From an optimization exercise on the open Yosys and OpenROAD flow, aimed at small area, a short achievable clock period and few clock cycles per item; shortcuts taken in it are not production practice. Only simulation tests tie the RTL to the original design; equivalence was not proved. No activity file was given, so power comes from the tool's default toggle rates.

$ cat flow/config.mk
export PLATFORM = sky130hd
export DESIGN_NAME = network_4_8_12_16_20_16
export DESIGN_NICKNAME = network_4_8_12_16_20_16
export VERILOG_FILES = /design/flow/design.v
export SDC_FILE = /design/flow/constraint.sdc
export NUM_CORES = 4
export LEC_CHECK = 0
export CAP_MARGIN = 20
export CORE_MARGIN = 2
export CORE_UTILIZATION = 40
export SLEW_MARGIN = 20
$ cat flow/constraint.sdc
create_clock -name core_clock -period 10.0 [get_ports {clk}]
set_input_delay 2.0000 -clock core_clock [delete_from_list [all_inputs] [get_ports {clk}]]
set_output_delay 2.0000 -clock core_clock [all_outputs]
set_load 0.01 [all_outputs]
$ cat flow/design.v
module network_4_8_12_16_20_16(clk, reset, s_valid, m_ready, data_in, m_valid, s_ready, data_out);
   input clk, reset,s_valid, m_ready;
   input signed [15:0] data_in;
   output logic signed [15:0] data_out;
   output logic m_valid, s_ready;
   logic  signed [15:0] data_in_1;
   logic  signed [15:0] data_out_1;
    logic m_valid_1, m_ready_1;
    logic m_valid_2, m_ready_2;
    logic s_ready_2,s_ready_3;
   logic  signed [15:0] data_out_2;
layer1_8_4_4_16 mod1(.clk(clk),.reset(reset),.data_in(data_in),.s_valid(s_valid),.s_ready(s_ready),
             .data_out(data_out_1),.m_valid(m_valid_1),.m_ready(m_ready_1));
layer2_12_8_6_16 mod2(.clk(clk),.reset(reset),.data_in(data_out_1),.s_valid(m_valid_1),.s_ready(m_ready_1),
             .data_out(data_out_2),.m_valid(m_valid_2),.m_ready(m_ready_2));
layer3_16_12_8_16 mod3(.clk(clk),.reset(reset),.data_in(data_out_2),.s_valid(m_valid_2),.s_ready(m_ready_2),
             .data_out(data_out),.m_valid(m_valid),.m_ready(m_ready));
endmodule
module ff(clk,clear_acc,in,out,enable);
   input clk,clear_acc;
   input signed [15:0] in;
   output logic signed [15:0] out;
   input enable;
   always_ff @(posedge clk) begin
      if(clear_acc)
        out <= 0;
      else if(enable)
        out <= in;
   end
endmodule
module adder(out,in1,in2);
   input signed [15:0] in1;
   input signed [15:0] in2;
   output logic signed [15:0] out;
   always_comb begin
        out = in1 + in2;
   end
endmodule
module memory(clk, data_in, data_out, addr, wr_en);
   parameter WIDTH=16, SIZE=4, LOGSIZE=2;
   input signed [WIDTH-1:0] data_in;
   output logic signed [WIDTH-1:0] data_out;
   input [LOGSIZE-1:0] addr;
   input clk, wr_en;
   logic [SIZE-1:0][WIDTH-1:0] mem;
   always_ff @(posedge clk) begin
        data_out <= mem[addr];
        if(wr_en)
          mem[addr] <= data_in;
   end
endmodule
module mult(out,in1,in2);
   input signed [15:0] in1, in2;
   output logic signed [15:0] out;
   always_comb begin
        out = in1 * in2;
   end
endmodule
module mux (out,in1,in2,sel);
   input signed [15:0] in1;
   input signed [15:0] in2;
   output logic signed [15:0] out;
   input sel;
   logic [15:0] fill_zero;
   assign fill_zero = 8'd0;
   always_comb begin
      if(sel)
        out = {fill_zero,in1};
      else
        out = in2;
   end
endmodule
module mac(clk,reset,out_rom_W,out_rom_B,x_data_out,en,data_out,accum_src);
     input signed [15:0] out_rom_W;
     input signed [15:0] out_rom_B;
     input signed [15:0] x_data_out;
     input en;
     input accum_src;
     input clk,reset; 
     output logic  signed [15:0] data_out;
     logic  signed [15:0] mult_out;
     logic  signed [15:0]adder_out;
     logic  signed [15:0]mux_out;
     logic  signed [15:0]pipe_out;
     logic  signed [15:0]data_out_r;
       logic clear_acc_pipe, enable_pipe;
   mult multiplier(.out(mult_out),
        .in1(out_rom_W),
        .in2(x_data_out));
   ff pipe(.clk(clk),
      .clear_acc(clear_acc_pipe),
      .in(mult_out),
      .out(pipe_out),
      .enable(enable_pipe));
   adder a1(.out(adder_out),
         .in1(data_out_r),
         .in2(pipe_out));
   mux mux1(.out(mux_out),
        .in2(adder_out),
        .in1(out_rom_B),
        .sel(accum_src));
   always @* begin
      if(data_out_r[15]==1)
        data_out <= 0;
      else
        data_out <= data_out_r;
   end
   ff f1(.clk(clk),
      .clear_acc(reset),
      .in(mux_out),
      .out(data_out_r),
      .enable(en));
   assign clear_acc_pipe = 0;
   assign enable_pipe = 1;
endmodule
module layer1_8_4_4_16(clk,reset,s_valid,m_ready,data_in,m_valid,s_ready,data_out);
   input clk, reset,s_valid, m_ready;
   input signed [15:0] data_in;
   output logic signed [15:0] data_out;
   output logic m_valid, s_ready;
   logic wr_en_a;
   logic wr_en_m;
   logic wr_en_x;
   logic accum_src;
   logic en;
     logic [1:0] sel_out;
   logic [3:0] addr_W;
   logic [0:0] addr_B;
   logic [2:0] addr_X;
   mvm_controlpath_layer1_8_4_4_16  cp(clk, s_valid, reset, m_ready, addr_W,addr_X, wr_en_x, m_valid,s_ready,accum_src,en,addr_B,sel_out);
   mvm_datapath_layer1_8_4_4_16 datapath(wr_en_x,addr_X,data_in,data_out,clk,reset,en,addr_W,addr_B,accum_src,sel_out);
endmodule
module layer1_8_4_4_16_W_rom0(clk, addr, z);
   input clk;
   input [2:0] addr;
   output logic signed [15:0] z;
   always_ff @(posedge clk) begin
      case(addr)
        0: z <= -16'd92;
        1: z <= -16'd38;
        2: z <= 16'd53;
        3: z <= 16'd3;
        4: z <= -16'd21;
        5: z <= 16'd40;
        6: z <= -16'd9;
        7: z <= 16'd22;
      endcase
   end
endmodule
module layer1_8_4_4_16_W_rom1(clk, addr, z);
   input clk;
   input [2:0] addr;
   output logic signed [15:0] z;
   always_ff @(posedge clk) begin
      case(addr)
        0: z <= 16'd109;
        1: z <= -16'd25;
        2: z <= 16'd0;
        3: z <= -16'd100;
        4: z <= 16'd59;
        5: z <= -16'd76;
        6: z <= -16'd80;
        7: z <= -16'd100;
      endcase
   end
endmodule
module layer1_8_4_4_16_W_rom2(clk, addr, z);
   input clk;
   input [2:0] addr;
   output logic signed [15:0] z;
   always_ff @(posedge clk) begin
      case(addr)
        0: z <= 16'd117;
        1: z <= 16'd56;
        2: z <= 16'd53;
        3: z <= -16'd77;
        4: z <= -16'd48;
        5: z <= -16'd89;
        6: z <= 16'd23;
        7: z <= -16'd6;
      endcase
   end
endmodule
module layer1_8_4_4_16_W_rom3(clk, addr, z);
   input clk;
   input [2:0] addr;
   output logic signed [15:0] z;
   always_ff @(posedge clk) begin
      case(addr)
        0: z <= 16'd67;
        1: z <= 16'd30;
        2: z <= 16'd116;
        3: z <= -16'd112;
        4: z <= 16'd111;
        5: z <= 16'd68;
        6: z <= -16'd10;
        7: z <= -16'd109;
      endcase
   end
endmodule
module layer1_8_4_4_16_B_rom0(clk, addr, z);
   input clk;
   input [0:0] addr;
   output logic signed [15:0] z;
   always_ff @(posedge clk) begin
      case(addr)
        0: z <= -16'd98;
        1: z <= 16'd19;
      endcase
   end
endmodule
module layer1_8_4_4_16_B_rom1(clk, addr, z);
   input clk;
   input [0:0] addr;
   output logic signed [15:0] z;
   always_ff @(posedge clk) begin
      case(addr)
        0: z <= -16'd85;
        1: z <= -16'd106;
      endcase
   end
endmodule
module layer1_8_4_4_16_B_rom2(clk, addr, z);
   input clk;
   input [0:0] addr;
   output logic signed [15:0] z;
   always_ff @(posedge clk) begin
      case(addr)
        0: z <= 16'd22;
        1: z <= -16'd88;
      endcase
   end
endmodule
module layer1_8_4_4_16_B_rom3(clk, addr, z);
   input clk;
   input [0:0] addr;
   output logic signed [15:0] z;
   always_ff @(posedge clk) begin
      case(addr)
        0: z <= -16'd116;
        1: z <= 16'd8;
      endcase
   end
endmodule
module mvm_datapath_layer1_8_4_4_16(wr_en_x,addr_X,data_in,data_out,clk,reset,en,addr_W,addr_B,accum_src,sel_out);
   input wr_en_x,clk,reset,en;
   input [3:0] addr_W;
   input [0:0] addr_B;
   input [2:0] addr_X;
   input accum_src;
   input signed [15:0] data_in;
   logic signed [15:0] x_data_out;
   output logic signed [15:0] data_out;
   input [1:0] sel_out;
   logic signed [15:0] out_rom_W_0;
   logic signed [15:0] data_out0;
   layer1_8_4_4_16_W_rom0 rom_W0(.clk(clk),.addr(addr_W[2:0]),.z(out_rom_W_0));
   logic signed [15:0] out_rom_B_0;
   layer1_8_4_4_16_B_rom0 rom_B0(.clk(clk),.addr(addr_B[0:0]),.z(out_rom_B_0));
      mac mac0(clk,reset,out_rom_W_0,out_rom_B_0,x_data_out,en,data_out0,accum_src);
   logic signed [15:0] out_rom_W_1;
   logic signed [15:0] data_out1;
   layer1_8_4_4_16_W_rom1 rom_W1(.clk(clk),.addr(addr_W[2:0]),.z(out_rom_W_1));
   logic signed [15:0] out_rom_B_1;
   layer1_8_4_4_16_B_rom1 rom_B1(.clk(clk),.addr(addr_B[0:0]),.z(out_rom_B_1));
      mac mac1(clk,reset,out_rom_W_1,out_rom_B_1,x_data_out,en,data_out1,accum_src);
   logic signed [15:0] out_rom_W_2;
   logic signed [15:0] data_out2;
   layer1_8_4_4_16_W_rom2 rom_W2(.clk(clk),.addr(addr_W[2:0]),.z(out_rom_W_2));
   logic signed [15:0] out_rom_B_2;
   layer1_8_4_4_16_B_rom2 rom_B2(.clk(clk),.addr(addr_B[0:0]),.z(out_rom_B_2));
      mac mac2(clk,reset,out_rom_W_2,out_rom_B_2,x_data_out,en,data_out2,accum_src);
   logic signed [15:0] out_rom_W_3;
   logic signed [15:0] data_out3;
   layer1_8_4_4_16_W_rom3 rom_W3(.clk(clk),.addr(addr_W[2:0]),.z(out_rom_W_3));
   logic signed [15:0] out_rom_B_3;
   layer1_8_4_4_16_B_rom3 rom_B3(.clk(clk),.addr(addr_B[0:0]),.z(out_rom_B_3));
      mac mac3(clk,reset,out_rom_W_3,out_rom_B_3,x_data_out,en,data_out3,accum_src);
  mux1layer1_8_4_4_16 Mux(.sel_line(sel_out),.data_out0(data_out0),.data_out1(data_out1),.data_out2(data_out2),.data_out3(data_out3),.data_out(data_out));
   memory #(16,4,2 )myMemInstX(.clk(clk),
            .data_in(data_in),
            .data_out(x_data_out),
            .addr(addr_X[1:0]),
            .wr_en(wr_en_x));
 endmodule
module mux1layer1_8_4_4_16(sel_line,data_out0,data_out1,data_out2,data_out3,data_out);
input[1:0] sel_line;
input signed [15:0]data_out0;
input signed [15:0]data_out1;
input signed [15:0]data_out2;
input signed [15:0]data_out3;
output logic signed [15:0]data_out;
always_comb
begin
	if(sel_line==0)
  		data_out = data_out0;
	else if (sel_line==1)
 			data_out = data_out1;
	else if (sel_line==2)
 			data_out = data_out2;
	else if (sel_line==3)
 			data_out = data_out3;
	else data_out=0;
end
endmodule
module mvm_controlpath_layer1_8_4_4_16(clk, s_valid, reset, m_ready, addr_W,addr_X, wr_en_x, m_valid,s_ready,accum_src,en,addr_B,sel_out);
   input clk, s_valid, reset, m_ready;
   output logic s_ready, m_valid;
   output logic wr_en_x;
   output logic[3:0] addr_W;
   output logic[0:0] addr_B;
   output logic [2:0] addr_X;
   output logic en;
   logic [3:0] next_state;
	output logic [1:0] sel_out;
   parameter [2:0] Initial=3'b000, Load_Vector=3'b001, Multiply=3'b010, Data_output=3'b101, Idle=3'b110, Idle_pipe2=3'b111;
 logic en_r;
   output logic accum_src;
   parameter M=8;
   parameter N=4;
   parameter P=4;
   logic [3:0] cntr_x;
   logic [3:0] cntr;
   always_ff @(posedge clk) begin
      if(reset == 1) begin
        s_ready <= 0;
        addr_W <= 0;
        addr_B <= 0;
        wr_en_x <= 0;
        en_r <= 1;
        addr_X <= 0;
        accum_src <= 0;  
        m_valid <= 0;
        cntr_x <= 0;
        cntr <= 0;
           sel_out<=0;
        next_state <= Initial;
      end
      else begin
        case(next_state)
        Initial: begin
                   addr_W <= 0;
                   addr_B <= 0;
                   s_ready <= 0;
                   wr_en_x <= 1;
                   addr_X <= 0;
                   accum_src <= 1;  
                   m_valid <= 0;
                   cntr_x <= 0;
                   addr_X <= 0;
                   next_state <= Load_Vector;
                   cntr <= 0;
                 end
        Load_Vector: begin
                       if(s_valid == 1) begin
                         s_ready <= 1;
                          wr_en_x <= 1;
                          accum_src <= 1;  
                         if(addr_X == N-1) begin
                           wr_en_x <= 0;
                           addr_X <= 0;
                           cntr_x <= 0;
                           next_state <= Multiply;
                         s_ready<=0;
                         end
                         else begin
                           cntr_x <= cntr_x + 1;
                            addr_X <= cntr_x;     
                         end
                       end
                       else begin
                          next_state <= Load_Vector;
                       end
                     end
        Multiply: begin
                    if(addr_X == 1) begin
                      accum_src <= 0;
                      addr_B <= addr_B + 1;
                    end
                    if(addr_X >= N) begin
                      next_state <= Idle_pipe2;
                      addr_X <= 0;
                      addr_W <= addr_W;
                    end
                    else begin
                      addr_X <= addr_X +1;
                       addr_W <= addr_W + 1;
                       m_valid<=0;
                    end
                  end
        Idle_pipe2: begin
                     m_valid<= 1;
                      next_state <= Data_output;
                    end
        Data_output: begin
            if(m_ready) begin
                     if(sel_out==P-1) begin 
		          accum_src <= 1;
                  	   m_valid<= 0;
			  sel_out<=0;
			end
			else begin
 				sel_out<=sel_out+1;
			end
                    if(addr_W >= (M*N)/P && sel_out==P-1) begin
                           accum_src <= 0;
                           addr_W <= 0;
                           addr_X <= 0;
                           s_ready <= 0;
                           next_state <= Initial;
                         end
                         else begin
				if(m_ready && sel_out==P-1)   
                            next_state <= Multiply;
                         end
                       end
                       else begin
                         next_state <= Data_output;
                       end
                     end
        endcase
      end 
   end 
always_comb begin 
en=en_r; 
     case(next_state) 
           Data_output:begin 
             if(m_ready) 
			if(sel_out==P-1)begin
                		en=1; 
			end else
				en=0;
               else
           en=0;
    end
       endcase 
      end
endmodule
module layer2_12_8_6_16(clk,reset,s_valid,m_ready,data_in,m_valid,s_ready,data_out);
   input clk, reset,s_valid, m_ready;
   input signed [15:0] data_in;
   output logic signed [15:0] data_out;
   output logic m_valid, s_ready;
   logic wr_en_a;
   logic wr_en_m;
   logic wr_en_x;
   logic accum_src;
   logic en;
     logic [2:0] sel_out;
   logic [4:0] addr_W;
   logic [0:0] addr_B;
   logic [3:0] addr_X;
   mvm_controlpath_layer2_12_8_6_16  cp(clk, s_valid, reset, m_ready, addr_W,addr_X, wr_en_x, m_valid,s_ready,accum_src,en,addr_B,sel_out);
   mvm_datapath_layer2_12_8_6_16 datapath(wr_en_x,addr_X,data_in,data_out,clk,reset,en,addr_W,addr_B,accum_src,sel_out);
endmodule
module layer2_12_8_6_16_W_rom0(clk, addr, z);
   input clk;
   input [3:0] addr;
   output logic signed [15:0] z;
   always_ff @(posedge clk) begin
      case(addr)
        0: z <= 16'd78;
        1: z <= 16'd94;
        2: z <= 16'd60;
        3: z <= 16'd18;
        4: z <= -16'd4;
        5: z <= 16'd48;
        6: z <= 16'd34;
        7: z <= 16'd103;
        8: z <= 16'd35;
        9: z <= 16'd36;
        10: z <= 16'd100;
        11: z <= -16'd82;
        12: z <= -16'd78;
        13: z <= 16'd59;
        14: z <= 16'd88;
        15: z <= 16'd108;
      endcase
   end
endmodule
module layer2_12_8_6_16_W_rom1(clk, addr, z);
   input clk;
   input [3:0] addr;
   output logic signed [15:0] z;
   always_ff @(posedge clk) begin
      case(addr)
        0: z <= -16'd40;
        1: z <= -16'd103;
        2: z <= -16'd3;
        3: z <= -16'd109;
        4: z <= -16'd51;
        5: z <= 16'd46;
        6: z <= -16'd81;
        7: z <= 16'd30;
        8: z <= -16'd88;
        9: z <= 16'd13;
        10: z <= -16'd71;
        11: z <= 16'd44;
        12: z <= -16'd21;
        13: z <= -16'd113;
        14: z <= 16'd126;
        15: z <= -16'd89;
      endcase
   end
endmodule
module layer2_12_8_6_16_W_rom2(clk, addr, z);
   input clk;
   input [3:0] addr;
   output logic signed [15:0] z;
   always_ff @(posedge clk) begin
      case(addr)
        0: z <= 16'd85;
        1: z <= 16'd70;
        2: z <= -16'd104;
        3: z <= 16'd68;
        4: z <= 16'd11;
        5: z <= 16'd14;
        6: z <= 16'd87;
        7: z <= 16'd41;
        8: z <= 16'd32;
        9: z <= 16'd98;
        10: z <= -16'd32;
        11: z <= 16'd98;
        12: z <= -16'd24;
        13: z <= 16'd0;
        14: z <= -16'd4;
        15: z <= -16'd120;
      endcase
   end
endmodule
module layer2_12_8_6_16_W_rom3(clk, addr, z);
   input clk;
   input [3:0] addr;
   output logic signed [15:0] z;
   always_ff @(posedge clk) begin
      case(addr)
        0: z <= 16'd58;
        1: z <= -16'd19;
        2: z <= 16'd53;
        3: z <= -16'd51;
        4: z <= 16'd3;
        5: z <= 16'd94;
        6: z <= 16'd85;
        7: z <= -16'd46;
        8: z <= -16'd99;
        9: z <= -16'd87;
        10: z <= 16'd118;
        11: z <= -16'd23;
        12: z <= -16'd122;
        13: z <= 16'd1;
        14: z <= 16'd9;
        15: z <= 16'd42;
      endcase
   end
endmodule
module layer2_12_8_6_16_W_rom4(clk, addr, z);
   input clk;
   input [3:0] addr;
   output logic signed [15:0] z;
   always_ff @(posedge clk) begin
      case(addr)
        0: z <= 16'd60;
        1: z <= 16'd17;
        2: z <= 16'd100;
        3: z <= -16'd72;
        4: z <= -16'd63;
        5: z <= 16'd6;
        6: z <= -16'd96;
        7: z <= 16'd26;
        8: z <= -16'd91;
        9: z <= -16'd18;
        10: z <= 16'd88;
        11: z <= -16'd40;
        12: z <= -16'd87;
        13: z <= 16'd48;
        14: z <= -16'd60;
        15: z <= -16'd46;
      endcase
   end
endmodule
module layer2_12_8_6_16_W_rom5(clk, addr, z);
   input clk;
   input [3:0] addr;
   output logic signed [15:0] z;
   always_ff @(posedge clk) begin
      case(addr)
        0: z <= 16'd32;
        1: z <= 16'd29;
        2: z <= 16'd45;
        3: z <= 16'd109;
        4: z <= -16'd53;
        5: z <= 16'd93;
        6: z <= 16'd11;
        7: z <= -16'd96;
        8: z <= -16'd66;
        9: z <= -16'd2;
        10: z <= 16'd126;
        11: z <= 16'd41;
        12: z <= 16'd13;
        13: z <= 16'd124;
        14: z <= 16'd81;
        15: z <= -16'd83;
      endcase
   end
endmodule
module layer2_12_8_6_16_B_rom0(clk, addr, z);
   input clk;
   input [0:0] addr;
   output logic signed [15:0] z;
   always_ff @(posedge clk) begin
      case(addr)
        0: z <= 16'd94;
        1: z <= -16'd49;
      endcase
   end
endmodule
module layer2_12_8_6_16_B_rom1(clk, addr, z);
   input clk;
   input [0:0] addr;
   output logic signed [15:0] z;
   always_ff @(posedge clk) begin
      case(addr)
        0: z <= -16'd79;
        1: z <= 16'd78;
      endcase
   end
endmodule
module layer2_12_8_6_16_B_rom2(clk, addr, z);
   input clk;
   input [0:0] addr;
   output logic signed [15:0] z;
   always_ff @(posedge clk) begin
      case(addr)
        0: z <= -16'd113;
        1: z <= 16'd53;
      endcase
   end
endmodule
module layer2_12_8_6_16_B_rom3(clk, addr, z);
   input clk;
   input [0:0] addr;
   output logic signed [15:0] z;
   always_ff @(posedge clk) begin
      case(addr)
        0: z <= -16'd58;
        1: z <= -16'd59;
      endcase
   end
endmodule
module layer2_12_8_6_16_B_rom4(clk, addr, z);
   input clk;
   input [0:0] addr;
   output logic signed [15:0] z;
   always_ff @(posedge clk) begin
      case(addr)
        0: z <= 16'd49;
        1: z <= -16'd73;
      endcase
   end
endmodule
module layer2_12_8_6_16_B_rom5(clk, addr, z);
   input clk;
   input [0:0] addr;
   output logic signed [15:0] z;
   always_ff @(posedge clk) begin
      case(addr)
        0: z <= 16'd11;
        1: z <= 16'd59;
      endcase
   end
endmodule
module mvm_datapath_layer2_12_8_6_16(wr_en_x,addr_X,data_in,data_out,clk,reset,en,addr_W,addr_B,accum_src,sel_out);
   input wr_en_x,clk,reset,en;
   input [4:0] addr_W;
   input [0:0] addr_B;
   input [3:0] addr_X;
   input accum_src;
   input signed [15:0] data_in;
   logic signed [15:0] x_data_out;
   output logic signed [15:0] data_out;
   input [2:0] sel_out;
   logic signed [15:0] out_rom_W_0;
   logic signed [15:0] data_out0;
   layer2_12_8_6_16_W_rom0 rom_W0(.clk(clk),.addr(addr_W[3:0]),.z(out_rom_W_0));
   logic signed [15:0] out_rom_B_0;
   layer2_12_8_6_16_B_rom0 rom_B0(.clk(clk),.addr(addr_B[0:0]),.z(out_rom_B_0));
      mac mac0(clk,reset,out_rom_W_0,out_rom_B_0,x_data_out,en,data_out0,accum_src);
   logic signed [15:0] out_rom_W_1;
   logic signed [15:0] data_out1;
   layer2_12_8_6_16_W_rom1 rom_W1(.clk(clk),.addr(addr_W[3:0]),.z(out_rom_W_1));
   logic signed [15:0] out_rom_B_1;
   layer2_12_8_6_16_B_rom1 rom_B1(.clk(clk),.addr(addr_B[0:0]),.z(out_rom_B_1));
      mac mac1(clk,reset,out_rom_W_1,out_rom_B_1,x_data_out,en,data_out1,accum_src);
   logic signed [15:0] out_rom_W_2;
   logic signed [15:0] data_out2;
   layer2_12_8_6_16_W_rom2 rom_W2(.clk(clk),.addr(addr_W[3:0]),.z(out_rom_W_2));
   logic signed [15:0] out_rom_B_2;
   layer2_12_8_6_16_B_rom2 rom_B2(.clk(clk),.addr(addr_B[0:0]),.z(out_rom_B_2));
      mac mac2(clk,reset,out_rom_W_2,out_rom_B_2,x_data_out,en,data_out2,accum_src);
   logic signed [15:0] out_rom_W_3;
   logic signed [15:0] data_out3;
   layer2_12_8_6_16_W_rom3 rom_W3(.clk(clk),.addr(addr_W[3:0]),.z(out_rom_W_3));
   logic signed [15:0] out_rom_B_3;
   layer2_12_8_6_16_B_rom3 rom_B3(.clk(clk),.addr(addr_B[0:0]),.z(out_rom_B_3));
      mac mac3(clk,reset,out_rom_W_3,out_rom_B_3,x_data_out,en,data_out3,accum_src);
   logic signed [15:0] out_rom_W_4;
   logic signed [15:0] data_out4;
   layer2_12_8_6_16_W_rom4 rom_W4(.clk(clk),.addr(addr_W[3:0]),.z(out_rom_W_4));
   logic signed [15:0] out_rom_B_4;
   layer2_12_8_6_16_B_rom4 rom_B4(.clk(clk),.addr(addr_B[0:0]),.z(out_rom_B_4));
      mac mac4(clk,reset,out_rom_W_4,out_rom_B_4,x_data_out,en,data_out4,accum_src);
   logic signed [15:0] out_rom_W_5;
   logic signed [15:0] data_out5;
   layer2_12_8_6_16_W_rom5 rom_W5(.clk(clk),.addr(addr_W[3:0]),.z(out_rom_W_5));
   logic signed [15:0] out_rom_B_5;
   layer2_12_8_6_16_B_rom5 rom_B5(.clk(clk),.addr(addr_B[0:0]),.z(out_rom_B_5));
      mac mac5(clk,reset,out_rom_W_5,out_rom_B_5,x_data_out,en,data_out5,accum_src);
  mux1layer2_12_8_6_16 Mux(.sel_line(sel_out),.data_out0(data_out0),.data_out1(data_out1),.data_out2(data_out2),.data_out3(data_out3),.data_out4(data_out4),.data_out5(data_out5),.data_out(data_out));
   memory #(16,8,3 )myMemInstX(.clk(clk),
            .data_in(data_in),
            .data_out(x_data_out),
            .addr(addr_X[2:0]),
            .wr_en(wr_en_x));
 endmodule
module mux1layer2_12_8_6_16(sel_line,data_out0,data_out1,data_out2,data_out3,data_out4,data_out5,data_out);
input[2:0] sel_line;
input signed [15:0]data_out0;
input signed [15:0]data_out1;
input signed [15:0]data_out2;
input signed [15:0]data_out3;
input signed [15:0]data_out4;
input signed [15:0]data_out5;
output logic signed [15:0]data_out;
always_comb
begin
	if(sel_line==0)
  		data_out = data_out0;
	else if (sel_line==1)
 			data_out = data_out1;
	else if (sel_line==2)
 			data_out = data_out2;
	else if (sel_line==3)
 			data_out = data_out3;
	else if (sel_line==4)
 			data_out = data_out4;
	else if (sel_line==5)
 			data_out = data_out5;
	else data_out=0;
end
endmodule
module mvm_controlpath_layer2_12_8_6_16(clk, s_valid, reset, m_ready, addr_W,addr_X, wr_en_x, m_valid,s_ready,accum_src,en,addr_B,sel_out);
   input clk, s_valid, reset, m_ready;
   output logic s_ready, m_valid;
   output logic wr_en_x;
   output logic[4:0] addr_W;
   output logic[0:0] addr_B;
   output logic [3:0] addr_X;
   output logic en;
   logic [3:0] next_state;
	output logic [2:0] sel_out;
   parameter [2:0] Initial=3'b000, Load_Vector=3'b001, Multiply=3'b010, Data_output=3'b101, Idle=3'b110, Idle_pipe2=3'b111;
 logic en_r;
   output logic accum_src;
   parameter M=12;
   parameter N=8;
   parameter P=6;
   logic [4:0] cntr_x;
   logic [3:0] cntr;
   always_ff @(posedge clk) begin
      if(reset == 1) begin
        s_ready <= 0;
        addr_W <= 0;
        addr_B <= 0;
        wr_en_x <= 0;
        en_r <= 1;
        addr_X <= 0;
        accum_src <= 0;  
        m_valid <= 0;
        cntr_x <= 0;
        cntr <= 0;
           sel_out<=0;
        next_state <= Initial;
      end
      else begin
        case(next_state)
        Initial: begin
                   addr_W <= 0;
                   addr_B <= 0;
                   s_ready <= 0;
                   wr_en_x <= 1;
                   addr_X <= 0;
                   accum_src <= 1;  
                   m_valid <= 0;
                   cntr_x <= 0;
                   addr_X <= 0;
                   next_state <= Load_Vector;
                   cntr <= 0;
                 end
        Load_Vector: begin
                       if(s_valid == 1) begin
                         s_ready <= 1;
                          wr_en_x <= 1;
                          accum_src <= 1;  
                         if(addr_X == N-1) begin
                           wr_en_x <= 0;
                           addr_X <= 0;
                           cntr_x <= 0;
                           next_state <= Multiply;
                         s_ready<=0;
                         end
                         else begin
                           cntr_x <= cntr_x + 1;
                            addr_X <= cntr_x;     
                         end
                       end
                       else begin
                          next_state <= Load_Vector;
                       end
                     end
        Multiply: begin
                    if(addr_X == 1) begin
                      accum_src <= 0;
                      addr_B <= addr_B + 1;
                    end
                    if(addr_X >= N) begin
                      next_state <= Idle_pipe2;
                      addr_X <= 0;
                      addr_W <= addr_W;
                    end
                    else begin
                      addr_X <= addr_X +1;
                       addr_W <= addr_W + 1;
                       m_valid<=0;
                    end
                  end
        Idle_pipe2: begin
                     m_valid<= 1;
                      next_state <= Data_output;
                    end
        Data_output: begin
            if(m_ready) begin
                     if(sel_out==P-1) begin 
		          accum_src <= 1;
                  	   m_valid<= 0;
			  sel_out<=0;
			end
			else begin
 				sel_out<=sel_out+1;
			end
                    if(addr_W >= (M*N)/P && sel_out==P-1) begin
                           accum_src <= 0;
                           addr_W <= 0;
                           addr_X <= 0;
                           s_ready <= 0;
                           next_state <= Initial;
                         end
                         else begin
				if(m_ready && sel_out==P-1)   
                            next_state <= Multiply;
                         end
                       end
                       else begin
                         next_state <= Data_output;
                       end
                     end
        endcase
      end 
   end 
always_comb begin 
en=en_r; 
     case(next_state) 
           Data_output:begin 
             if(m_ready) 
			if(sel_out==P-1)begin
                		en=1; 
			end else
				en=0;
               else
           en=0;
    end
       endcase 
      end
endmodule
module layer3_16_12_8_16(clk,reset,s_valid,m_ready,data_in,m_valid,s_ready,data_out);
   input clk, reset,s_valid, m_ready;
   input signed [15:0] data_in;
   output logic signed [15:0] data_out;
   output logic m_valid, s_ready;
   logic wr_en_a;
   logic wr_en_m;
   logic wr_en_x;
   logic accum_src;
   logic en;
     logic [2:0] sel_out;
   logic [5:0] addr_W;
   logic [0:0] addr_B;
   logic [4:0] addr_X;
   mvm_controlpath_layer3_16_12_8_16  cp(clk, s_valid, reset, m_ready, addr_W,addr_X, wr_en_x, m_valid,s_ready,accum_src,en,addr_B,sel_out);
   mvm_datapath_layer3_16_12_8_16 datapath(wr_en_x,addr_X,data_in,data_out,clk,reset,en,addr_W,addr_B,accum_src,sel_out);
endmodule
module layer3_16_12_8_16_W_rom0(clk, addr, z);
   input clk;
   input [4:0] addr;
   output logic signed [15:0] z;
   always_ff @(posedge clk) begin
      case(addr)
        0: z <= 16'd70;
        1: z <= 16'd65;
        2: z <= -16'd27;
        3: z <= 16'd108;
        4: z <= -16'd81;
        5: z <= -16'd66;
        6: z <= -16'd60;
        7: z <= -16'd40;
        8: z <= 16'd110;
        9: z <= 16'd8;
        10: z <= 16'd42;
        11: z <= -16'd84;
        12: z <= -16'd107;
        13: z <= -16'd52;
        14: z <= 16'd120;
        15: z <= -16'd85;
        16: z <= -16'd62;
        17: z <= -16'd71;
        18: z <= -16'd99;
        19: z <= 16'd58;
        20: z <= -16'd122;
        21: z <= 16'd113;
        22: z <= -16'd35;
        23: z <= -16'd77;
      endcase
   end
endmodule
module layer3_16_12_8_16_W_rom1(clk, addr, z);
   input clk;
   input [4:0] addr;
   output logic signed [15:0] z;
   always_ff @(posedge clk) begin
      case(addr)
        0: z <= -16'd122;
        1: z <= 16'd40;
        2: z <= 16'd86;
        3: z <= 16'd19;
        4: z <= 16'd36;
        5: z <= 16'd39;
        6: z <= 16'd65;
        7: z <= 16'd2;
        8: z <= 16'd88;
        9: z <= 16'd80;
        10: z <= 16'd73;
        11: z <= 16'd9;
        12: z <= -16'd68;
        13: z <= 16'd78;
        14: z <= -16'd23;
        15: z <= 16'd61;
        16: z <= 16'd17;
        17: z <= -16'd2;
        18: z <= -16'd58;
        19: z <= -16'd17;
        20: z <= 16'd125;
        21: z <= -16'd77;
        22: z <= -16'd1;
        23: z <= -16'd68;
      endcase
   end
endmodule
module layer3_16_12_8_16_W_rom2(clk, addr, z);
   input clk;
   input [4:0] addr;
   output logic signed [15:0] z;
   always_ff @(posedge clk) begin
      case(addr)
        0: z <= -16'd36;
        1: z <= -16'd104;
        2: z <= -16'd41;
        3: z <= -16'd111;
        4: z <= -16'd35;
        5: z <= 16'd15;
        6: z <= 16'd76;
        7: z <= -16'd93;
        8: z <= -16'd48;
        9: z <= -16'd78;
        10: z <= -16'd113;
        11: z <= -16'd1;
        12: z <= 16'd20;
        13: z <= -16'd98;
        14: z <= 16'd74;
        15: z <= -16'd74;
        16: z <= -16'd15;
        17: z <= 16'd120;
        18: z <= -16'd53;
        19: z <= 16'd6;
        20: z <= -16'd59;
        21: z <= -16'd61;
        22: z <= 16'd49;
        23: z <= 16'd7;
      endcase
   end
endmodule
module layer3_16_12_8_16_W_rom3(clk, addr, z);
   input clk;
   input [4:0] addr;
   output logic signed [15:0] z;
   always_ff @(posedge clk) begin
      case(addr)
        0: z <= -16'd16;
        1: z <= -16'd45;
        2: z <= 16'd87;
        3: z <= -16'd34;
        4: z <= 16'd92;
        5: z <= 16'd2;
        6: z <= 16'd11;
        7: z <= 16'd98;
        8: z <= -16'd86;
        9: z <= -16'd31;
        10: z <= -16'd10;
        11: z <= 16'd79;
        12: z <= -16'd4;
        13: z <= 16'd78;
        14: z <= -16'd62;
        15: z <= 16'd2;
        16: z <= 16'd63;
        17: z <= 16'd31;
        18: z <= 16'd54;
        19: z <= 16'd123;
        20: z <= -16'd19;
        21: z <= -16'd97;
        22: z <= 16'd57;
        23: z <= 16'd127;
      endcase
   end
endmodule
module layer3_16_12_8_16_W_rom4(clk, addr, z);
   input clk;
   input [4:0] addr;
   output logic signed [15:0] z;
   always_ff @(posedge clk) begin
      case(addr)
        0: z <= -16'd120;
        1: z <= -16'd73;
        2: z <= -16'd47;
        3: z <= 16'd96;
        4: z <= -16'd121;
        5: z <= -16'd102;
        6: z <= -16'd23;
        7: z <= -16'd29;
        8: z <= -16'd78;
        9: z <= 16'd64;
        10: z <= -16'd12;
        11: z <= 16'd15;
        12: z <= 16'd29;
        13: z <= 16'd127;
        14: z <= -16'd18;
        15: z <= 16'd26;
        16: z <= -16'd78;
        17: z <= 16'd109;
        18: z <= 16'd86;
        19: z <= 16'd70;
        20: z <= -16'd117;
        21: z <= 16'd33;
        22: z <= 16'd124;
        23: z <= -16'd4;
      endcase
   end
endmodule
module layer3_16_12_8_16_W_rom5(clk, addr, z);
   input clk;
   input [4:0] addr;
   output logic signed [15:0] z;
   always_ff @(posedge clk) begin
      case(addr)
        0: z <= -16'd49;
        1: z <= -16'd63;
        2: z <= 16'd51;
        3: z <= 16'd31;
        4: z <= -16'd13;
        5: z <= 16'd66;
        6: z <= -16'd98;
        7: z <= 16'd99;
        8: z <= -16'd106;
        9: z <= 16'd118;
        10: z <= -16'd63;
        11: z <= 16'd114;
        12: z <= 16'd25;
        13: z <= -16'd57;
        14: z <= -16'd126;
        15: z <= 16'd94;
        16: z <= 16'd10;
        17: z <= 16'd51;
        18: z <= -16'd26;
        19: z <= -16'd121;
        20: z <= 16'd1;
        21: z <= 16'd40;
        22: z <= 16'd9;
        23: z <= -16'd63;
      endcase
   end
endmodule
module layer3_16_12_8_16_W_rom6(clk, addr, z);
   input clk;
   input [4:0] addr;
   output logic signed [15:0] z;
   always_ff @(posedge clk) begin
      case(addr)
        0: z <= -16'd8;
        1: z <= 16'd76;
        2: z <= 16'd84;
        3: z <= 16'd34;
        4: z <= -16'd83;
        5: z <= -16'd54;
        6: z <= -16'd15;
        7: z <= -16'd75;
        8: z <= 16'd1;
        9: z <= 16'd67;
        10: z <= -16'd107;
        11: z <= 16'd9;
        12: z <= -16'd57;
        13: z <= -16'd65;
        14: z <= -16'd68;
        15: z <= 16'd52;
        16: z <= -16'd34;
        17: z <= 16'd117;
        18: z <= 16'd51;
        19: z <= 16'd124;
        20: z <= 16'd117;
        21: z <= -16'd95;
        22: z <= 16'd22;
        23: z <= -16'd89;
      endcase
   end
endmodule
module layer3_16_12_8_16_W_rom7(clk, addr, z);
   input clk;
   input [4:0] addr;
   output logic signed [15:0] z;
   always_ff @(posedge clk) begin
      case(addr)
        0: z <= 16'd93;
        1: z <= -16'd2;
        2: z <= 16'd108;
        3: z <= -16'd112;
        4: z <= -16'd65;
        5: z <= -16'd31;
        6: z <= 16'd31;
        7: z <= 16'd14;
        8: z <= 16'd34;
        9: z <= -16'd46;
        10: z <= -16'd82;
        11: z <= -16'd107;
        12: z <= -16'd114;
        13: z <= -16'd19;
        14: z <= 16'd110;
        15: z <= -16'd102;
        16: z <= -16'd114;
        17: z <= 16'd106;
        18: z <= 16'd22;
        19: z <= 16'd39;
        20: z <= -16'd78;
        21: z <= 16'd25;
        22: z <= 16'd6;
        23: z <= 16'd60;
      endcase
   end
endmodule
module layer3_16_12_8_16_B_rom0(clk, addr, z);
   input clk;
   input [0:0] addr;
   output logic signed [15:0] z;
   always_ff @(posedge clk) begin
      case(addr)
        0: z <= -16'd52;
        1: z <= 16'd12;
      endcase
   end
endmodule
module layer3_16_12_8_16_B_rom1(clk, addr, z);
   input clk;
   input [0:0] addr;
   output logic signed [15:0] z;
   always_ff @(posedge clk) begin
      case(addr)
        0: z <= 16'd108;
        1: z <= -16'd53;
      endcase
   end
endmodule
module layer3_16_12_8_16_B_rom2(clk, addr, z);
   input clk;
   input [0:0] addr;
   output logic signed [15:0] z;
   always_ff @(posedge clk) begin
      case(addr)
        0: z <= 16'd67;
        1: z <= 16'd15;
      endcase
   end
endmodule
module layer3_16_12_8_16_B_rom3(clk, addr, z);
   input clk;
   input [0:0] addr;
   output logic signed [15:0] z;
   always_ff @(posedge clk) begin
      case(addr)
        0: z <= 16'd78;
        1: z <= 16'd107;
      endcase
   end
endmodule
module layer3_16_12_8_16_B_rom4(clk, addr, z);
   input clk;
   input [0:0] addr;
   output logic signed [15:0] z;
   always_ff @(posedge clk) begin
      case(addr)
        0: z <= 16'd20;
        1: z <= -16'd63;
      endcase
   end
endmodule
module layer3_16_12_8_16_B_rom5(clk, addr, z);
   input clk;
   input [0:0] addr;
   output logic signed [15:0] z;
   always_ff @(posedge clk) begin
      case(addr)
        0: z <= -16'd51;
        1: z <= -16'd61;
      endcase
   end
endmodule
module layer3_16_12_8_16_B_rom6(clk, addr, z);
   input clk;
   input [0:0] addr;
   output logic signed [15:0] z;
   always_ff @(posedge clk) begin
      case(addr)
        0: z <= -16'd113;
        1: z <= 16'd103;
      endcase
   end
endmodule
module layer3_16_12_8_16_B_rom7(clk, addr, z);
   input clk;
   input [0:0] addr;
   output logic signed [15:0] z;
   always_ff @(posedge clk) begin
      case(addr)
        0: z <= 16'd91;
        1: z <= -16'd74;
      endcase
   end
endmodule
module mvm_datapath_layer3_16_12_8_16(wr_en_x,addr_X,data_in,data_out,clk,reset,en,addr_W,addr_B,accum_src,sel_out);
   input wr_en_x,clk,reset,en;
   input [5:0] addr_W;
   input [0:0] addr_B;
   input [4:0] addr_X;
   input accum_src;
   input signed [15:0] data_in;
   logic signed [15:0] x_data_out;
   output logic signed [15:0] data_out;
   input [2:0] sel_out;
   logic signed [15:0] out_rom_W_0;
   logic signed [15:0] data_out0;
   layer3_16_12_8_16_W_rom0 rom_W0(.clk(clk),.addr(addr_W[4:0]),.z(out_rom_W_0));
   logic signed [15:0] out_rom_B_0;
   layer3_16_12_8_16_B_rom0 rom_B0(.clk(clk),.addr(addr_B[0:0]),.z(out_rom_B_0));
      mac mac0(clk,reset,out_rom_W_0,out_rom_B_0,x_data_out,en,data_out0,accum_src);
   logic signed [15:0] out_rom_W_1;
   logic signed [15:0] data_out1;
   layer3_16_12_8_16_W_rom1 rom_W1(.clk(clk),.addr(addr_W[4:0]),.z(out_rom_W_1));
   logic signed [15:0] out_rom_B_1;
   layer3_16_12_8_16_B_rom1 rom_B1(.clk(clk),.addr(addr_B[0:0]),.z(out_rom_B_1));
      mac mac1(clk,reset,out_rom_W_1,out_rom_B_1,x_data_out,en,data_out1,accum_src);
   logic signed [15:0] out_rom_W_2;
   logic signed [15:0] data_out2;
   layer3_16_12_8_16_W_rom2 rom_W2(.clk(clk),.addr(addr_W[4:0]),.z(out_rom_W_2));
   logic signed [15:0] out_rom_B_2;
   layer3_16_12_8_16_B_rom2 rom_B2(.clk(clk),.addr(addr_B[0:0]),.z(out_rom_B_2));
      mac mac2(clk,reset,out_rom_W_2,out_rom_B_2,x_data_out,en,data_out2,accum_src);
   logic signed [15:0] out_rom_W_3;
   logic signed [15:0] data_out3;
   layer3_16_12_8_16_W_rom3 rom_W3(.clk(clk),.addr(addr_W[4:0]),.z(out_rom_W_3));
   logic signed [15:0] out_rom_B_3;
   layer3_16_12_8_16_B_rom3 rom_B3(.clk(clk),.addr(addr_B[0:0]),.z(out_rom_B_3));
      mac mac3(clk,reset,out_rom_W_3,out_rom_B_3,x_data_out,en,data_out3,accum_src);
   logic signed [15:0] out_rom_W_4;
   logic signed [15:0] data_out4;
   layer3_16_12_8_16_W_rom4 rom_W4(.clk(clk),.addr(addr_W[4:0]),.z(out_rom_W_4));
   logic signed [15:0] out_rom_B_4;
   layer3_16_12_8_16_B_rom4 rom_B4(.clk(clk),.addr(addr_B[0:0]),.z(out_rom_B_4));
      mac mac4(clk,reset,out_rom_W_4,out_rom_B_4,x_data_out,en,data_out4,accum_src);
   logic signed [15:0] out_rom_W_5;
   logic signed [15:0] data_out5;
   layer3_16_12_8_16_W_rom5 rom_W5(.clk(clk),.addr(addr_W[4:0]),.z(out_rom_W_5));
   logic signed [15:0] out_rom_B_5;
   layer3_16_12_8_16_B_rom5 rom_B5(.clk(clk),.addr(addr_B[0:0]),.z(out_rom_B_5));
      mac mac5(clk,reset,out_rom_W_5,out_rom_B_5,x_data_out,en,data_out5,accum_src);
   logic signed [15:0] out_rom_W_6;
   logic signed [15:0] data_out6;
   layer3_16_12_8_16_W_rom6 rom_W6(.clk(clk),.addr(addr_W[4:0]),.z(out_rom_W_6));
   logic signed [15:0] out_rom_B_6;
   layer3_16_12_8_16_B_rom6 rom_B6(.clk(clk),.addr(addr_B[0:0]),.z(out_rom_B_6));
      mac mac6(clk,reset,out_rom_W_6,out_rom_B_6,x_data_out,en,data_out6,accum_src);
   logic signed [15:0] out_rom_W_7;
   logic signed [15:0] data_out7;
   layer3_16_12_8_16_W_rom7 rom_W7(.clk(clk),.addr(addr_W[4:0]),.z(out_rom_W_7));
   logic signed [15:0] out_rom_B_7;
   layer3_16_12_8_16_B_rom7 rom_B7(.clk(clk),.addr(addr_B[0:0]),.z(out_rom_B_7));
      mac mac7(clk,reset,out_rom_W_7,out_rom_B_7,x_data_out,en,data_out7,accum_src);
  mux1layer3_16_12_8_16 Mux(.sel_line(sel_out),.data_out0(data_out0),.data_out1(data_out1),.data_out2(data_out2),.data_out3(data_out3),.data_out4(data_out4),.data_out5(data_out5),.data_out6(data_out6),.data_out7(data_out7),.data_out(data_out));
   memory #(16,12,4 )myMemInstX(.clk(clk),
            .data_in(data_in),
            .data_out(x_data_out),
            .addr(addr_X[3:0]),
            .wr_en(wr_en_x));
 endmodule
module mux1layer3_16_12_8_16(sel_line,data_out0,data_out1,data_out2,data_out3,data_out4,data_out5,data_out6,data_out7,data_out);
input[2:0] sel_line;
input signed [15:0]data_out0;
input signed [15:0]data_out1;
input signed [15:0]data_out2;
input signed [15:0]data_out3;
input signed [15:0]data_out4;
input signed [15:0]data_out5;
input signed [15:0]data_out6;
input signed [15:0]data_out7;
output logic signed [15:0]data_out;
always_comb
begin
	if(sel_line==0)
  		data_out = data_out0;
	else if (sel_line==1)
 			data_out = data_out1;
	else if (sel_line==2)
 			data_out = data_out2;
	else if (sel_line==3)
 			data_out = data_out3;
	else if (sel_line==4)
 			data_out = data_out4;
	else if (sel_line==5)
 			data_out = data_out5;
	else if (sel_line==6)
 			data_out = data_out6;
	else if (sel_line==7)
 			data_out = data_out7;
	else data_out=0;
end
endmodule
module mvm_controlpath_layer3_16_12_8_16(clk, s_valid, reset, m_ready, addr_W,addr_X, wr_en_x, m_valid,s_ready,accum_src,en,addr_B,sel_out);
   input clk, s_valid, reset, m_ready;
   output logic s_ready, m_valid;
   output logic wr_en_x;
   output logic[5:0] addr_W;
   output logic[0:0] addr_B;
   output logic [4:0] addr_X;
   output logic en;
   logic [3:0] next_state;
	output logic [2:0] sel_out;
   parameter [2:0] Initial=3'b000, Load_Vector=3'b001, Multiply=3'b010, Data_output=3'b101, Idle=3'b110, Idle_pipe2=3'b111;
 logic en_r;
   output logic accum_src;
   parameter M=16;
   parameter N=12;
   parameter P=8;
   logic [5:0] cntr_x;
   logic [3:0] cntr;
   always_ff @(posedge clk) begin
      if(reset == 1) begin
        s_ready <= 0;
        addr_W <= 0;
        addr_B <= 0;
        wr_en_x <= 0;
        en_r <= 1;
        addr_X <= 0;
        accum_src <= 0;  
        m_valid <= 0;
        cntr_x <= 0;
        cntr <= 0;
           sel_out<=0;
        next_state <= Initial;
      end
      else begin
        case(next_state)
        Initial: begin
                   addr_W <= 0;
                   addr_B <= 0;
                   s_ready <= 0;
                   wr_en_x <= 1;
                   addr_X <= 0;
                   accum_src <= 1;  
                   m_valid <= 0;
                   cntr_x <= 0;
                   addr_X <= 0;
                   next_state <= Load_Vector;
                   cntr <= 0;
                 end
        Load_Vector: begin
                       if(s_valid == 1) begin
                         s_ready <= 1;
                          wr_en_x <= 1;
                          accum_src <= 1;  
                         if(addr_X == N-1) begin
                           wr_en_x <= 0;
                           addr_X <= 0;
                           cntr_x <= 0;
                           next_state <= Multiply;
                         s_ready<=0;
                         end
                         else begin
                           cntr_x <= cntr_x + 1;
                            addr_X <= cntr_x;     
                         end
                       end
                       else begin
                          next_state <= Load_Vector;
                       end
                     end
        Multiply: begin
                    if(addr_X == 1) begin
                      accum_src <= 0;
                      addr_B <= addr_B + 1;
                    end
                    if(addr_X >= N) begin
                      next_state <= Idle_pipe2;
                      addr_X <= 0;
                      addr_W <= addr_W;
                    end
                    else begin
                      addr_X <= addr_X +1;
                       addr_W <= addr_W + 1;
                       m_valid<=0;
                    end
                  end
        Idle_pipe2: begin
                     m_valid<= 1;
                      next_state <= Data_output;
                    end
        Data_output: begin
            if(m_ready) begin
                     if(sel_out==P-1) begin 
		          accum_src <= 1;
                  	   m_valid<= 0;
			  sel_out<=0;
			end
			else begin
 				sel_out<=sel_out+1;
			end
                    if(addr_W >= (M*N)/P && sel_out==P-1) begin
                           accum_src <= 0;
                           addr_W <= 0;
                           addr_X <= 0;
                           s_ready <= 0;
                           next_state <= Initial;
                         end
                         else begin
				if(m_ready && sel_out==P-1)   
                            next_state <= Multiply;
                         end
                       end
                       else begin
                         next_state <= Data_output;
                       end
                     end
        endcase
      end 
   end 
always_comb begin 
en=en_r; 
     case(next_state) 
           Data_output:begin 
             if(m_ready) 
			if(sel_out==P-1)begin
                		en=1; 
			end else
				en=0;
               else
           en=0;
    end
       endcase 
      end
endmodule
$ cat flow/run.sh
#!/bin/bash
# synth_recipe.tcl (not shown) runs the flow's synth.tcl, then flattens the netlist and writes it again
# the make line also repeats each setting of config.mk as NAME=value (left out here)
make -C /OpenROAD-flow-scripts/flow DESIGN_CONFIG=/design/flow/config.mk WORK_HOME=/design/flow/orfs CLKGATE_MAP_FILE= SYNTH_SCRIPT=/design/flow/synth_recipe.tcl finish
==> impl_metrics.json <==
{
  "grt_pass1_vias": 95600,
  "viasPerCell": 5.25,
  "grt_pass1_wl_um": 549000,
  "drcViolationCount": 0,
  "io_buffer_count": 36,
  "drt_iter0_drc": 6841,
  "cp_max_fo": 16,
  "syn-num-nets": 16700,
  "arrival_ns": 4.99,
  "synthFlopType": "dfxtp_1",
  "synthCells": 14000,
  "period_needed_ns": 6.99,
  "syn_area_sq_mm": 0.128,
  "worstSetupPathType": "reg -> out",
  "largest_register_ffs": 192,
  "drtPass1Iterations": 6,
  "synth.largest_area_cell": "fa_1",
  "fin_util": 0.431,
  "yosys-top-cells-area": "fa_1, ha_1, dfxtp_1",
  "area_delta_synth_final_pct": 7.32,
  "powerDensity_mw_per_mm2": 352,
  "leakagePower_uw": 0.0635,
  "reg2reg_depth": 18,
  "cp_data_required_time_ns": 8.00,
  "maxSlewViolCount": 0,
  "finalClockSkew_ns": 0.0819,
  "globalRouteMet2Util": 0.346,
  "path_clk_slew_ns": 0.06,
  "routed_wl_um": 343000,
  "grtUsageTotal": 0.213,
  "synthTopCellsByCount": "inv_1, nand2_1, ha_1",
  "drive_gt1_frac": 0.0458,
  "grt_overflow": 0,
  "maxSlewHeadroom": 0.247,
  "max_freq_mhz": 143,
  "start_util": 0.402,
  "antenna_left": 0,
  "rr_endpoint": "mod3.datapath.mac3.pipe.out[15]$_DFF_P_",
  "rsz0062_at_grt": "false",
  "holdWs_ns": 0.441,
  "synth-seq-area-share": 0.227,
  "largestRegisters": "mod3.datapath.myMemInstX.mem (192), mod2.datapath.myMemInstX.mem (128), mod1.datapath.myMemInstX.mem (64)",
  "worst_pin_slew_ns": 1.13,
  "row_count": 207,
  "setup_tns_ns": 0,
  "min_period_over_period": 0.699,
  "gp_congestion": 0.928,
  "gr-usage-met1": 0.299,
  "synth_top_area_frac": 0.211,
  "grt_max_degree": 96,
  "cts_sinks": 1226,
  "core-area_sq_mm": 0.318,
  "maxCapViolCount": 0,
  "synth_warnings": 50,
  "ctsHoldBuffers": 0,
  "vdd_drop_max_v": 0.000666,
  "startpoint": "mod3.cp.sel_out[0]$_SDFFE_PP0P_",
  "worstSetupStartpointType": "flop",
  "cts_resized": 0,
  "total_power_uw": 48300,
  "clock_path_buffers": 4,
  "crit_path_end": "data_out[13]",
  "clk_latency_ns": 0.87,
  "ctsRootBufferMaster": "clkbuf_16",
  "ys_async_sr_fraction": 0,
  "cp-end-kind": "output pin",
  "post_cts_buffers": 0,
  "wl_per_cell_um": 19.1,
  "die_w_um": 569,
  "grt_busiest_layer": "met2",
  "hold_viol_final": 0,
  "htree_levels": 4,
  "cts_tree": "built",
  "yosysMostFrequentCell": "inv_1",
  "hold_class": "reg -> reg",
  "ioPinCount": 38,
  "nets": 16400,
  "synth_edf_count": 448,
  "vias": 94200,
  "die-area_sq_mm": 0.324,
  "cts_buffers": 156,
  "dieHeight_um": 569,
  "reg2reg_slack_ns": 3.84,
  "run_status": "finished clean",
  "synth.distinct_cells": 95,
  "setup_viol": 0,
  "postSynthAreaPerCell_sq_um": 9.15,
  "rr_startpoint": "mod3.datapath.myMemInstX.data_out[1]$_DFF_P_",
  "hpwl_um": 252000,
  "grt_use_met3": 0.0260,
  "top_register": "mod3.datapath.myMemInstX.mem",
  "synth-seq-cells": 1226,
  "antenna_found_initial": 9
}
==> final cells by class <==
type | count | area (sq um)
clock inverters | 82 | 930
diodes | 9 | 22.5
clock buffers | 199 | 4230
well taps | 4180 | 5230
multi-input cells | 9668 | 87300
repair buffers | 165 | 1360
flip-flops and latches | 1226 | 29100
fillers | 31100 | 181000
inverters | 2401 | 9010
==> how the worst min path moves through the flow <==
| stage | from | to | slack, ns | depth (start not counted) |
|---|---|---|---|---|
| 5_1_grt | mod1.cp.addr_B$_SDFFE_PP0P_ | mod1.datapath.rom_B0.z[0]$_DFF_P_ | 0.44 | 0 |
| 2_1_floorplan | mod1.cp.addr_B$_SDFFE_PP0P_ | mod1.datapath.rom_B0.z[0]$_DFF_P_ | 0.36 | 0 |
| 3_5_place_dp | mod1.cp.wr_en_x$_SDFFE_PP0P_ | mod1.datapath.myMemInstX.mem[48]$_DFFE_PP_ | 0.45 | 0 |
| 3_3_place_gp | mod1.cp.wr_en_x$_SDFFE_PP0P_ | mod1.datapath.myMemInstX.mem[48]$_DFFE_PP_ | 0.46 | 0 |
| 6_report | mod1.cp.addr_B$_SDFFE_PP0P_ | mod1.datapath.rom_B0.z[0]$_DFF_P_ | 0.44 | 0 |
| 4_1_cts | mod1.cp.addr_B$_SDFFE_PP0P_ | mod1.datapath.rom_B0.z[0]$_DFF_P_ | 0.45 | 0 |
==> through the flow <==
step           setup slack [ns]  instances  area, sq um
5_1_grt                    2.72      17900       137000
4_1_cts                    3.03      17900       137000
3_5_place_dp               3.89      17600       132000
3_3_place_gp               3.90      17600       132000
6_report                   3.01      17900       137000
2_1_floorplan              4.57      14000       128000
==> routing by layer <==
metal  up-vias  routed length [um]
met5         -                   0
met4         0                8760
met3       478               19600
met2      2412              157000
met1     46700              157000
li1      44600                   -
==> cell usage in the layout (no fill, tap or decap), drive strengths merged, types with 36 or more instances in the layout <==
cell	synthesis	layout
a22oi	80	80
inv	2397	2406
o2111ai	36	36
nor2	673	673
nand2	1423	1423
nand3	131	131
nand3b	87	87
a211oi	77	77
a21oi	485	485
nand2b	64	64
o21ai	527	527
o211ai	38	38
and2	943	943
or3	51	51
mux4	97	97
xor2	189	189
o22ai	57	57
edfxtp	448	448
nor3b	49	49
buf	72	130
ha	1374	1374
a22o	215	215
dfxtp	778	778
o21a	87	87
clkbuf	608	199
nor2b	99	99
o21bai	65	65
a31oi	69	69
a21o	100	100
nor3	172	172
clkinv	4	53
xnor2	633	633
fa	1350	1350
o211a	42	42
==> power breakdown <==
group / internal, uW / total (uW) / switching [uW]
clock network: 3360 / 5800 / 2440
registers: 6780 / 7850 / 1060
logic: 16000 / 34700 / 18700
total: 26100 / 48300 / 22200
==> kinds of logic (layout without fill, tap and decap cells) <==
group | Yosys count | in the layout | synth area share
compound gates | 2159 | 2159 | 0.113
xor+xnor | 822 | 822 | 0.0563
fa+ha+maj | 2724 | 2724 | 0.346
buf+inv | 3082 | 2847 | 0.0909
flops | 1226 | 1226 | 0.227
mux | 164 | 164 | 0.0227
other cells | 1 | 10 | 0.0000293
simple gates | 3798 | 3798 | 0.144
==> critical path: stages (launching register included) <==
cell and delay (ns):
dfxtp_1 0.40, ha_1 0.22, and2_0 0.52, nor2b_1 0.76, nand2_1 0.13, o21ai_0 0.11, a21oi_1 0.11, o21a_1 0.22
o21ai_0 0.15, a21oi_1 0.09, o21ai_2 0.77, clkdlybuf4s50_1 0.69
Testbench counts, summed over its fixed seeds: cycles 13,344, vectors 192.

[port drivers added, routing unchanged]
The results above use ideal ports. As a check the final layout listed here was re-extracted and re-timed, cells and wires unchanged. Step 1: set_driving_cell puts a clkbuf_16 on clk and a buf_2 on each other input, an assumption about the parent block. Step 2 times the ports against the registers' clock, not the clock port: input delays grow and output delays shrink by t, the midpoint of the rising clock arrivals with the driver on. Three values: no drivers, after step 1, after step 2; two values: the first two.
t, ns: 0.918
setup slack, ns: 3.009 / 2.917 / 3.835
worst hold slack (ns): 0.441 / 0.441 / 0.441
clock arrival spread, ns: 0.092 / 0.093
worst slew at a driven data input, ns: 0.22
After both steps this run still meets setup and hold. The setup slack of this run moves by -0.092 ns with the drivers and by +0.826 ns with both steps.
